This is an optimization exercise on Yosys and OpenROAD, whose aim is small area, not a production implementation. Where RTL was checked, it was by simulation tests only, not by an equivalence proof against the original.

==> inputs of 12-05 <==
==> flow/design.v <==
module muldiv (
    input  wire        mode,    
    input  wire [15:0] a,
    input  wire [15:0] b,
    output wire [31:0] prod,
    output wire [15:0] quo
);
  wire [15:0] x = mode ? a : ~b;
  wire [15:0] row [0:16];
  wire [15:0] tbits, cbits;
  wire [15:0] bz;
  assign bz[15] = 1'b1;
  genvar s, j;
  generate
    for (s = 14; s >= 0; s = s - 1) begin : g_bz
      assign bz[s] = bz[s+1] & ~b[s+1];
    end
  endgenerate
  assign row[0] = 16'h0000;
  generate
    for (s = 0; s < 16; s = s + 1) begin : g_row
      wire g = b[15-s] | ~mode;
      wire [16:0] c;
      wire [15:0] xin, sm, o;
      assign c[0] = ~mode;
      assign xin[0] = a[15-s] & ~mode;
      for (j = 1; j < 16; j = j + 1) begin : g_in
        assign xin[j] = row[s][j-1];
      end
      for (j = 0; j < 16; j = j + 1) begin : g_cell
        wire op = x[j] & g;
        assign sm[j] = xin[j] ^ op ^ c[j];
        assign c[j+1] = (xin[j] & op) | (xin[j] & c[j]) | (op & c[j]);
      end
      wire q = c[s+1] & bz[s];
      assign quo[15-s] = q;
      wire sel = mode | q;
      for (j = 0; j < 16; j = j + 1) begin : g_out
        if (j <= s && s < 15) begin : g_mux
          assign o[j] = sel ? sm[j] : xin[j];
        end else begin : g_nomux
          assign o[j] = sm[j];
        end
      end
      assign row[s+1] = o;
      assign tbits[15-s] = row[s][15];
      assign cbits[15-s] = c[16];
    end
  endgenerate
  assign prod[15:0] = row[16];
  wire [15:0] hk;
  assign hk[0] = 1'b0;
  generate
    for (j = 0; j < 15; j = j + 1) begin : g_hi
      assign prod[16+j] = tbits[j] ^ cbits[j] ^ hk[j];
      assign hk[j+1] = (tbits[j] & cbits[j]) | (tbits[j] & hk[j]) | (cbits[j] & hk[j]);
    end
  endgenerate
  assign prod[31] = hk[15];
endmodule
module ALU (
    input  wire [4:0]  opcode,
    input  wire [15:0] a,           
    input  wire [15:0] b,           
    input  wire [7:0]  imm,         
    input  wire [15:0] flags,       
    input  wire [15:0] input_reg,
    input  wire [15:0] dmem_rdata,
    output reg  [15:0] r0,          
    output reg  [15:0] r1,          
    output reg  [15:0] nf,          
    output reg         fen,         
    output reg         we0,         
    output reg         dbl          
);
  wire [3:0] bp = imm[7:4];
  wire is_sub = (opcode == 5'b00010) | (opcode == 5'b01001);
  wire is_inc = (opcode == 5'b01000);
  wire [15:0] bb = is_inc ? 16'h0000 : (is_sub ? ~b : b);
  wire [16:0] ac;
  wire [15:0] sum;
  assign ac[0] = is_sub | is_inc;
  genvar j;
  generate
    for (j = 0; j < 16; j = j + 1) begin : g_add
      assign sum[j] = a[j] ^ bb[j] ^ ac[j];
      assign ac[j+1] = (a[j] & bb[j]) | (a[j] & ac[j]) | (bb[j] & ac[j]);
    end
  endgenerate
  wire cout = ac[16];
  wire ovf = (a[15] == bb[15]) & (sum[15] ^ a[15]);
  wire [31:0] prod;
  wire [15:0] quo;
  muldiv md (.mode(opcode == 5'b00001), .a(a), .b(b), .prod(prod), .quo(quo));
  wire [15:0] mask = 16'h0001 << bp;
  wire bit_in = input_reg[bp];
  wire bz = (b == 16'h0000);
  reg common;
  always @* begin
    r0 = a;
    r1 = 16'h0000;
    fen = 1'b0;
    we0 = 1'b0;
    dbl = 1'b0;
    common = 1'b0;
    nf = flags;
    case (opcode)
      5'b11001: begin r0 = sum; fen = 1'b1; we0 = 1'b1; common = 1'b1;
                  nf[0] = cout; nf[1] = ovf; end
      5'b00010: begin r0 = sum; fen = 1'b1; we0 = 1'b1; common = 1'b1;
                  nf[0] = ~cout; nf[1] = ovf; end
      5'b01001: begin r0 = sum; fen = 1'b1; common = 1'b1;
                  nf[0] = ~cout; nf[2] = cout & (sum != 16'h0000); end
      5'b01000: begin r0 = sum; fen = 1'b1; we0 = 1'b1; common = 1'b1;
                  nf[0] = cout; nf[1] = ovf; end
      5'b00001: begin r0 = prod[15:0]; r1 = prod[31:16]; fen = 1'b1; we0 = 1'b1;
                  dbl = 1'b1; nf[0] = 1'b0; end
      5'b00011: begin r0 = quo; fen = 1'b1; we0 = 1'b1; common = ~bz;
                  if (bz) nf[1] = 1'b1; end
      5'b00100: begin r0 = ~a; fen = 1'b1; we0 = 1'b1; common = 1'b1; end
      5'b00101: begin r0 = a & b; fen = 1'b1; we0 = 1'b1; common = 1'b1; end
      5'b00110:  begin r0 = a | b; fen = 1'b1; we0 = 1'b1; common = 1'b1; end
      5'b00111: begin r0 = a ^ b; fen = 1'b1; we0 = 1'b1; common = 1'b1; end
      5'b01010:  begin r0 = {a[0], a[15:1]}; fen = 1'b1; we0 = 1'b1; common = 1'b1; end
      5'b01011:  begin r0 = {a[14:0], a[15]}; fen = 1'b1; we0 = 1'b1; common = 1'b1; end
      5'b01100: begin r0 = a | mask; fen = 1'b1; we0 = 1'b1; common = 1'b1; end
      5'b01101: begin r0 = a & ~mask; fen = 1'b1; we0 = 1'b1; common = 1'b1; end
      5'b01110: begin r0 = a ^ mask; fen = 1'b1; we0 = 1'b1; common = 1'b1; end
      5'b01111: begin fen = 1'b1; nf[bp] = 1'b1; end
      5'b10000: begin fen = 1'b1; nf[bp] = 1'b0; end
      5'b10001: begin fen = 1'b1; nf[bp] = ~flags[bp]; end
      5'b11110: begin fen = 1'b1; nf[4] = bit_in; end
      5'b10110: begin r0 = {a[15:8], imm}; we0 = 1'b1; end
      5'b10111: begin r0 = {imm, a[7:0]}; we0 = 1'b1; end
      5'b11000: begin r0 = a; we0 = 1'b1; end
      5'b10101: begin r0 = a; r1 = b; end
      5'b10100: begin r0 = dmem_rdata; we0 = 1'b1; dbl = 1'b1; end
      5'b11101: begin r0 = input_reg; we0 = 1'b1; end
      default: ;
    endcase
    if (opcode == 5'b00010 || opcode == 5'b01001) nf[3] = (sum == 16'h0000);
    if (common) begin
      nf[7] = (r0 == 16'h0000);
      nf[6] = r0[15];
      nf[5] = ~^r0;
    end
  end
endmodule
`timescale 1ps/1ps
module pipelined_processor(
  input wire clk,
  input wire rst,
  input wire [15:0] input_reg,
  output reg [15:0] output_reg,
  output wire [10:0] imem_addr,
  input wire [15:0] imem_rdata,
  output wire dmem_re,
  output wire [10:0] dmem_raddr,
  input wire [15:0] dmem_rdata,
  output wire dmem_we,
  output wire [10:0] dmem_waddr,
  output wire [15:0] dmem_wdata
);
  reg [10:0] pc;
  reg [4:0]  opD;         
  reg [10:0] fD;
  reg [4:0]  opE;         
  reg [10:0] fE;
  reg        jmpE;        
  reg [10:0] breg;        
  reg [15:0] T;           
  reg [15:0] U;           
  reg [10:0] fW;          
  reg        weW;         
  reg        dblW;        
  reg        stW;         
  reg        mviW;        
  reg [15:0] W0;          
  reg [15:0] W1;          
  reg        pV;          
  reg [2:0]  pA;
  reg [15:0] pD;
  reg [127:0] rf;        
  reg [7:0]  rfv;         
  assign imem_addr = pc;
  wire jfD = (opD == 5'b10011) & T[fD[7:4]];
  wire holdD = jfD | (opD == 5'b11111);
  wire [10:0] baddr = jfD ? fW : breg;
  wire [10:0] pcinc;
  wire [11:0] ic;
  assign ic[0] = 1'b1;
  genvar k;
  generate
    for (k = 0; k < 11; k = k + 1) begin : g_inc
      assign pcinc[k] = pc[k] ^ ic[k];
      assign ic[k+1] = pc[k] & ic[k];
    end
  endgenerate
  always @(posedge clk or posedge rst) begin
    if (rst) begin
      pc <= 11'd0;
      opD <= 5'd0;
      opE <= 5'd0;
      jmpE <= 1'b0;
    end else begin
      if (!holdD) pc <= jmpE ? baddr : pcinc;
      opD <= jmpE ? 5'd0 : imem_rdata[15:11];
      opE <= jmpE ? 5'd0 : opD;
      jmpE <= ~jmpE & jfD;
    end
  end
  always @(posedge clk) begin
    fD <= jmpE ? 11'd0 : imem_rdata[10:0];
    fE <= jmpE ? 11'd0 : fD;
    if (jfD) breg <= fW;
  end
  wire rdsrc = (opE == 5'b01100) | (opE == 5'b01101) | (opE == 5'b01110) |
               (opE == 5'b10110) | (opE == 5'b10111);
  wire [2:0] rs1 = rdsrc ? fE[10:8] : fE[7:5];
  wire [2:0] rs2 = fE[4:2];
  wire [2:0] rdW = mviW ? fW[7:5] : fW[10:8];
  reg [15:0] ra, rb;
  integer i;
  always @* begin
    ra = 16'h0000;
    rb = 16'h0000;
    for (i = 0; i < 8; i = i + 1) begin
      ra = ra | ({16{rfv[i] & (rs1 == i)}} & rf[16*i +: 16]);
      rb = rb | ({16{rfv[i] & (rs2 == i)}} & rf[16*i +: 16]);
    end
  end
  wire [15:0] a = (weW & (rdW == rs1)) ? W0 : ra;
  wire [15:0] b = (weW & (rdW == rs2)) ? W0 : rb;
  assign dmem_re = (opE == 5'b10100);
  assign dmem_raddr = ra[10:0];
  wire [15:0] r0, r1, nf;
  wire fen, we0, dbl;
  ALU alu (
    .opcode(opE), .a(a), .b(b), .imm(fE[7:0]), .flags(U),
    .input_reg(input_reg), .dmem_rdata(dmem_rdata),
    .r0(r0), .r1(r1), .nf(nf), .fen(fen), .we0(we0), .dbl(dbl)
  );
  always @(posedge clk or posedge rst) begin
    if (rst) begin
      T <= 16'h0000;
      weW <= 1'b0;
      dblW <= 1'b0;
      stW <= 1'b0;
      mviW <= 1'b0;
      output_reg <= 16'h0000;
      pV <= 1'b0;
      rfv <= 8'h00;
    end else begin
      if (fen) T <= nf;
      if (!jmpE) begin
        weW <= we0;
        dblW <= dbl;
        stW <= (opE == 5'b10101);
        mviW <= (opE == 5'b11101);
      end
      if (opE == 5'b11100) output_reg <= a;
      pV <= dblW;
      if (weW) rfv[rdW] <= 1'b1;
      if (pV) rfv[pA] <= 1'b1;
    end
  end
  always @(posedge clk) begin
    U <= T;
    if (!jmpE) begin
      fW <= fE;
      W0 <= r0;
      W1 <= r1;
    end
    pA <= rdW + 3'd1;
    pD <= W1;
  end
  always @(posedge clk) begin
    for (i = 0; i < 8; i = i + 1) begin
      if (weW && rdW == i) rf[16*i +: 16] <= W0;
      else if (pV && pA == i) rf[16*i +: 16] <= pD;
    end
  end
  assign dmem_we = stW;
  assign dmem_waddr = W0[10:0];
  assign dmem_wdata = W1;
endmodule
==> flow/run.sh <==
#!/bin/bash
# synth_recipe.tcl (not shown) runs the flow's synth.tcl, then flattens the netlist and writes it again
# the make line also repeats each setting of config.mk as NAME=value (left out here)
make -C /OpenROAD-flow-scripts/flow DESIGN_CONFIG=/design/flow/config.mk WORK_HOME=/design/flow/orfs CLKGATE_MAP_FILE= SYNTH_SCRIPT=/design/flow/synth_recipe.tcl finish
==> flow/config.mk <==
export PLATFORM = sky130hd
export DESIGN_NAME = pipelined_processor
export DESIGN_NICKNAME = pipelined_processor
export VERILOG_FILES = /design/flow/design.v
export SDC_FILE = /design/flow/constraint.sdc
export NUM_CORES = 4
export LEC_CHECK = 0
export CAP_MARGIN = 20
export CORE_MARGIN = 2
export CORE_UTILIZATION = 40
export SLEW_MARGIN = 20
==> flow/constraint.sdc <==
create_clock -name core_clock -period 50.0 [get_ports {clk}]
set_input_delay 10.0000 -clock core_clock [delete_from_list [all_inputs] [get_ports {clk}]]
set_output_delay 10.0000 -clock core_clock [all_outputs]
set_load 0.01 [all_outputs]
==> inputs of 10-23, as changes to 12-05 <==
--- a/flow/design.v
+++ b/flow/design.v
@@ -1,3 +1,3 @@
-module muldiv (
+module muldiv #(parameter LA = 8, parameter LAMIN = 8) (
     input  wire        mode,    
     input  wire [15:0] a,
@@ -30,6 +30,28 @@
       for (j = 0; j < 16; j = j + 1) begin : g_cell
         wire op = x[j] & g;
-        assign sm[j] = xin[j] ^ op ^ c[j];
-        assign c[j+1] = (xin[j] & op) | (xin[j] & c[j]) | (op & c[j]);
+        if (s == 0 && j > 0) begin : g_s0
+          assign sm[j] = op;
+        end else begin : g_s
+          assign sm[j] = xin[j] ^ op ^ c[j];
+        end
+        if (s == 0 && j > 0) begin : g_r0
+          assign c[j+1] = 1'b0;
+        end else if ((j % LA) == (LA - 1) && j <= s && s >= LAMIN) begin : g_la
+          wire [LA-1:0] gg, pp;
+          genvar i;
+          for (i = 0; i < LA; i = i + 1) begin : g_gp
+            assign gg[i] = xin[j-LA+1+i] & x[j-LA+1+i] & g;
+            assign pp[i] = xin[j-LA+1+i] | (x[j-LA+1+i] & g);
+          end
+          reg G;
+          integer m;
+          always @* begin
+            G = 1'b0;
+            for (m = 0; m < LA; m = m + 1) G = gg[m] | (pp[m] & G);
+          end
+          assign c[j+1] = G | ((&pp) & c[j-LA+1]);
+        end else begin : g_rc
+          assign c[j+1] = (xin[j] & op) | (xin[j] & c[j]) | (op & c[j]);
+        end
       end
       wire q = c[s+1] & bz[s];
@@ -97,4 +119,5 @@
   wire bz = (b == 16'h0000);
   reg common;
+  wire zero = (r0 == 16'h0000);
   always @* begin
     r0 = a;
@@ -111,5 +134,5 @@
                   nf[0] = ~cout; nf[1] = ovf; end
       5'b01001: begin r0 = sum; fen = 1'b1; common = 1'b1;
-                  nf[0] = ~cout; nf[2] = cout & (sum != 16'h0000); end
+                  nf[0] = ~cout; nf[2] = cout & ~zero; end
       5'b01000: begin r0 = sum; fen = 1'b1; we0 = 1'b1; common = 1'b1;
                   nf[0] = cout; nf[1] = ovf; end
@@ -139,7 +162,7 @@
       default: ;
     endcase
-    if (opcode == 5'b00010 || opcode == 5'b01001) nf[3] = (sum == 16'h0000);
+    if (opcode == 5'b00010 || opcode == 5'b01001) nf[3] = zero;
     if (common) begin
-      nf[7] = (r0 == 16'h0000);
+      nf[7] = zero;
       nf[6] = r0[15];
       nf[5] = ~^r0;
@@ -186,5 +209,4 @@
   wire jfD = (opD == 5'b10011) & T[fD[7:4]];
   wire holdD = jfD | (opD == 5'b11111);
-  wire [10:0] baddr = jfD ? fW : breg;
   wire [10:0] pcinc;
   wire [11:0] ic;
@@ -204,5 +226,5 @@
       jmpE <= 1'b0;
     end else begin
-      if (!holdD) pc <= jmpE ? baddr : pcinc;
+      if (!holdD) pc <= jmpE ? breg : pcinc;
       opD <= jmpE ? 5'd0 : imem_rdata[15:11];
       opE <= jmpE ? 5'd0 : opD;
@@ -213,5 +235,5 @@
     fD <= jmpE ? 11'd0 : imem_rdata[10:0];
     fE <= jmpE ? 11'd0 : fD;
-    if (jfD) breg <= fW;
+    breg <= fW;
   end
   wire rdsrc = (opE == 5'b01100) | (opE == 5'b01101) | (opE == 5'b01110) |
@@ -253,10 +275,8 @@
     end else begin
       if (fen) T <= nf;
-      if (!jmpE) begin
-        weW <= we0;
-        dblW <= dbl;
-        stW <= (opE == 5'b10101);
-        mviW <= (opE == 5'b11101);
-      end
+      weW <= ~jmpE & we0;
+      dblW <= ~jmpE & dbl;
+      if (!jmpE) stW <= (opE == 5'b10101);
+      mviW <= (opE == 5'b11101);
       if (opE == 5'b11100) output_reg <= a;
       pV <= dblW;
@@ -267,7 +287,8 @@
   always @(posedge clk) begin
     U <= T;
+    fW <= fE;
+    W0[15:11] <= r0[15:11];
     if (!jmpE) begin
-      fW <= fE;
-      W0 <= r0;
+      W0[10:0] <= r0[10:0];
       W1 <= r1;
     end
@@ -275,9 +296,10 @@
     pD <= W1;
   end
+  wire [7:0] s0 = weW ? (8'h01 << rdW) : 8'h00;
+  wire [7:0] s1 = pV ? ((8'h01 << pA) & ~s0) : 8'h00;
   always @(posedge clk) begin
-    for (i = 0; i < 8; i = i + 1) begin
-      if (weW && rdW == i) rf[16*i +: 16] <= W0;
-      else if (pV && pA == i) rf[16*i +: 16] <= pD;
-    end
+    for (i = 0; i < 8; i = i + 1)
+      rf[16*i +: 16] <= ({16{s0[i]}} & W0) | ({16{s1[i]}} & pD) |
+                        ({16{~(s0[i] | s1[i])}} & rf[16*i +: 16]);
   end
   assign dmem_we = stW;
==> flow/flow/run.sh (new file) <==
#!/bin/bash
set -o pipefail
export BUFFER_PORTS_ARGS="-buffer_cell sky130_fd_sc_hd__buf_1"
export CTS_ARGS="-sink_clustering_enable -repair_clock_nets -dont_use_dummy_load -buf_list sky130_fd_sc_hd__clkbuf_4"
bash standard.sh > standard.log 2>&1
==> flow/standard.sh (new file) <==
#!/bin/bash
# synth_recipe.tcl (not shown) runs the flow's synth.tcl, then flattens the netlist and writes it again
# the make line also repeats each setting of config.mk as NAME=value (left out here)
make -C /OpenROAD-flow-scripts/flow DESIGN_CONFIG=/design/flow/config.mk WORK_HOME=/design/flow/orfs CLKGATE_MAP_FILE= SYNTH_SCRIPT=/design/flow/synth_recipe.tcl "${@:-finish}"
Settings changed: ABC_AREA from default to 1, CORE_UTILIZATION 40 to 65.
removed: flow/run.sh
==> inputs of 08-03, as changes to 12-05 <==
--- a/flow/design.v
+++ b/flow/design.v
@@ -1,3 +1,3 @@
-module muldiv (
+module muldiv #(parameter LA = 8, parameter LAMIN = 8) (
     input  wire        mode,    
     input  wire [15:0] a,
@@ -30,6 +30,28 @@
       for (j = 0; j < 16; j = j + 1) begin : g_cell
         wire op = x[j] & g;
-        assign sm[j] = xin[j] ^ op ^ c[j];
-        assign c[j+1] = (xin[j] & op) | (xin[j] & c[j]) | (op & c[j]);
+        if (s == 0 && j > 0) begin : g_s0
+          assign sm[j] = op;
+        end else begin : g_s
+          assign sm[j] = xin[j] ^ op ^ c[j];
+        end
+        if (s == 0 && j > 0) begin : g_r0
+          assign c[j+1] = 1'b0;
+        end else if ((j % LA) == (LA - 1) && j <= s && s >= LAMIN) begin : g_la
+          wire [LA-1:0] gg, pp;
+          genvar i;
+          for (i = 0; i < LA; i = i + 1) begin : g_gp
+            assign gg[i] = xin[j-LA+1+i] & x[j-LA+1+i] & g;
+            assign pp[i] = xin[j-LA+1+i] | (x[j-LA+1+i] & g);
+          end
+          reg G;
+          integer m;
+          always @* begin
+            G = 1'b0;
+            for (m = 0; m < LA; m = m + 1) G = gg[m] | (pp[m] & G);
+          end
+          assign c[j+1] = G | ((&pp) & c[j-LA+1]);
+        end else begin : g_rc
+          assign c[j+1] = (xin[j] & op) | (xin[j] & c[j]) | (op & c[j]);
+        end
       end
       wire q = c[s+1] & bz[s];
@@ -97,4 +119,5 @@
   wire bz = (b == 16'h0000);
   reg common;
+  wire zero = (r0 == 16'h0000);
   always @* begin
     r0 = a;
@@ -111,5 +134,5 @@
                   nf[0] = ~cout; nf[1] = ovf; end
       5'b01001: begin r0 = sum; fen = 1'b1; common = 1'b1;
-                  nf[0] = ~cout; nf[2] = cout & (sum != 16'h0000); end
+                  nf[0] = ~cout; nf[2] = cout & ~zero; end
       5'b01000: begin r0 = sum; fen = 1'b1; we0 = 1'b1; common = 1'b1;
                   nf[0] = cout; nf[1] = ovf; end
@@ -139,7 +162,7 @@
       default: ;
     endcase
-    if (opcode == 5'b00010 || opcode == 5'b01001) nf[3] = (sum == 16'h0000);
+    if (opcode == 5'b00010 || opcode == 5'b01001) nf[3] = zero;
     if (common) begin
-      nf[7] = (r0 == 16'h0000);
+      nf[7] = zero;
       nf[6] = r0[15];
       nf[5] = ~^r0;
@@ -186,5 +209,4 @@
   wire jfD = (opD == 5'b10011) & T[fD[7:4]];
   wire holdD = jfD | (opD == 5'b11111);
-  wire [10:0] baddr = jfD ? fW : breg;
   wire [10:0] pcinc;
   wire [11:0] ic;
@@ -204,5 +226,5 @@
       jmpE <= 1'b0;
     end else begin
-      if (!holdD) pc <= jmpE ? baddr : pcinc;
+      if (!holdD) pc <= jmpE ? breg : pcinc;
       opD <= jmpE ? 5'd0 : imem_rdata[15:11];
       opE <= jmpE ? 5'd0 : opD;
@@ -213,5 +235,5 @@
     fD <= jmpE ? 11'd0 : imem_rdata[10:0];
     fE <= jmpE ? 11'd0 : fD;
-    if (jfD) breg <= fW;
+    breg <= fW;
   end
   wire rdsrc = (opE == 5'b01100) | (opE == 5'b01101) | (opE == 5'b01110) |
@@ -253,10 +275,8 @@
     end else begin
       if (fen) T <= nf;
-      if (!jmpE) begin
-        weW <= we0;
-        dblW <= dbl;
-        stW <= (opE == 5'b10101);
-        mviW <= (opE == 5'b11101);
-      end
+      weW <= ~jmpE & we0;
+      dblW <= ~jmpE & dbl;
+      if (!jmpE) stW <= (opE == 5'b10101);
+      mviW <= (opE == 5'b11101);
       if (opE == 5'b11100) output_reg <= a;
       pV <= dblW;
@@ -267,7 +287,8 @@
   always @(posedge clk) begin
     U <= T;
+    fW <= fE;
+    W0[15:11] <= r0[15:11];
     if (!jmpE) begin
-      fW <= fE;
-      W0 <= r0;
+      W0[10:0] <= r0[10:0];
       W1 <= r1;
     end
@@ -275,9 +296,10 @@
     pD <= W1;
   end
+  wire [7:0] s0 = weW ? (8'h01 << rdW) : 8'h00;
+  wire [7:0] s1 = pV ? ((8'h01 << pA) & ~s0) : 8'h00;
   always @(posedge clk) begin
-    for (i = 0; i < 8; i = i + 1) begin
-      if (weW && rdW == i) rf[16*i +: 16] <= W0;
-      else if (pV && pA == i) rf[16*i +: 16] <= pD;
-    end
+    for (i = 0; i < 8; i = i + 1)
+      rf[16*i +: 16] <= ({16{s0[i]}} & W0) | ({16{s1[i]}} & pD) |
+                        ({16{~(s0[i] | s1[i])}} & rf[16*i +: 16]);
   end
   assign dmem_we = stW;
==> flow/flow/run.sh (new file) <==
#!/bin/bash
set -o pipefail
export BUFFER_PORTS_ARGS="-buffer_cell sky130_fd_sc_hd__buf_1"
export CTS_ARGS="-sink_clustering_enable -repair_clock_nets -dont_use_dummy_load -sink_clustering_size 30 -sink_clustering_max_diameter 80 -buf_list sky130_fd_sc_hd__clkbuf_16"
bash standard.sh > standard.log 2>&1
==> flow/standard.sh (new file) <==
#!/bin/bash
# synth_recipe.tcl (not shown) runs the flow's synth.tcl, then flattens the netlist and writes it again
# the make line also repeats each setting of config.mk as NAME=value (left out here)
make -C /OpenROAD-flow-scripts/flow DESIGN_CONFIG=/design/flow/config.mk WORK_HOME=/design/flow/orfs CLKGATE_MAP_FILE= SYNTH_SCRIPT=/design/flow/synth_recipe.tcl "${@:-finish}"
Settings changed: ABC_AREA from default to 1.
removed: flow/run.sh
==> notes <==
- 10-23 produced a clean layout. 12-05 reached the layout checks and failed them: negative setup slack. 08-03 completed without violations.
- The lowest cell area belongs to 10-23, the highest to 12-05.
- First-iteration DRC count: 12-05 < 08-03 < 10-23.
- Synthesized cell count: 08-03 is higher than 12-05 (38%).
- In synthesized area, 08-03 and 10-23 do not differ.
- Via count: 10-23 > 08-03 > 12-05.
- Wire length: 08-03 > 10-23 > 12-05.
==> figures <==
| metric | 08-03 | 10-23 | 12-05 |
|---|---|---|---|
| Number of endpoints failing setup at the final stage | 0 | 0 | 31 |
| Cell mode on critical path | sky130_fd_sc_hd__fa_1 | sky130_fd_sc_hd__fa_1 | sky130_fd_sc_hd__fa_2 |
| Post-synthesis average cell area | 7.29 sq um | 7.29 sq um | 9.60 sq um |
| Final area over synthesized area | 1.081x | 1.063x | 1.281x |
| Total of cells resized after clock tree synthesis | 0 | 0 | 37 |
| GR Util met2 | 51.8% | 76.5% | 51.9% |
| Post-CTS Setup Repair Bufs | 0 | 0 | 8 |
| Stage delay of the slowest cell on the critical path | 550 ps | 590 ps | 600 ps |
| Die footprint | 74200 sq um | 46000 sq um | 70900 sq um |
| Setup slack after placement | 151 ps | 240 ps | -7980 ps |
| Slew at the pin closest to its max-slew limit | 1260 ps | 1340 ps | 1130 ps |
| Pin count of the biggest net entering global routing | 68 | 71 | 68 |
| Multi-input logic cell count | 2841 | 2841 | 2194 |
| Non-clk invs | 644 | 643 | 143 |
| Outcome | no timing/DRC/antenna violations | no timing/DRC/antenna violations | complete, but fails checks |
| Reasons for failing layout checks | - | - | negative setup slack |
Only the layout flow was run in 12-05; the RTL was not checked for function there.

-- port drivers added, routing unchanged --
The results above use ideal ports. As a check the final layouts listed here were re-extracted and re-timed, cells and wires unchanged.
Step 1: set_driving_cell puts a clkbuf_16 on clk and a buf_2 on each other input, an assumption about the parent block.
Step 2 times the ports against the registers' clock, not the clock port: input delays grow and output delays shrink by t, the midpoint of the rising clock arrivals with the driver on.
Three values: ideal, step 1, step 2; two values: the first two.
run	t, ns	slack for setup (ns)	latest minus earliest clock arrival (ns)	worst register clock-pin slew, ns	worst slew at a driven data input, ns
12-05	0.624	-7.489 / -7.489 / -7.489	0.032 / 0.032	0.07 / 0.07	0.05
10-23	0.853	2.027 / 2.027 / 2.027	0.172 / 0.173	0.07 / 0.07	0.05
08-03	0.598	2.955 / 2.955 / 2.955	0.085 / 0.085	0.11 / 0.11	0.07
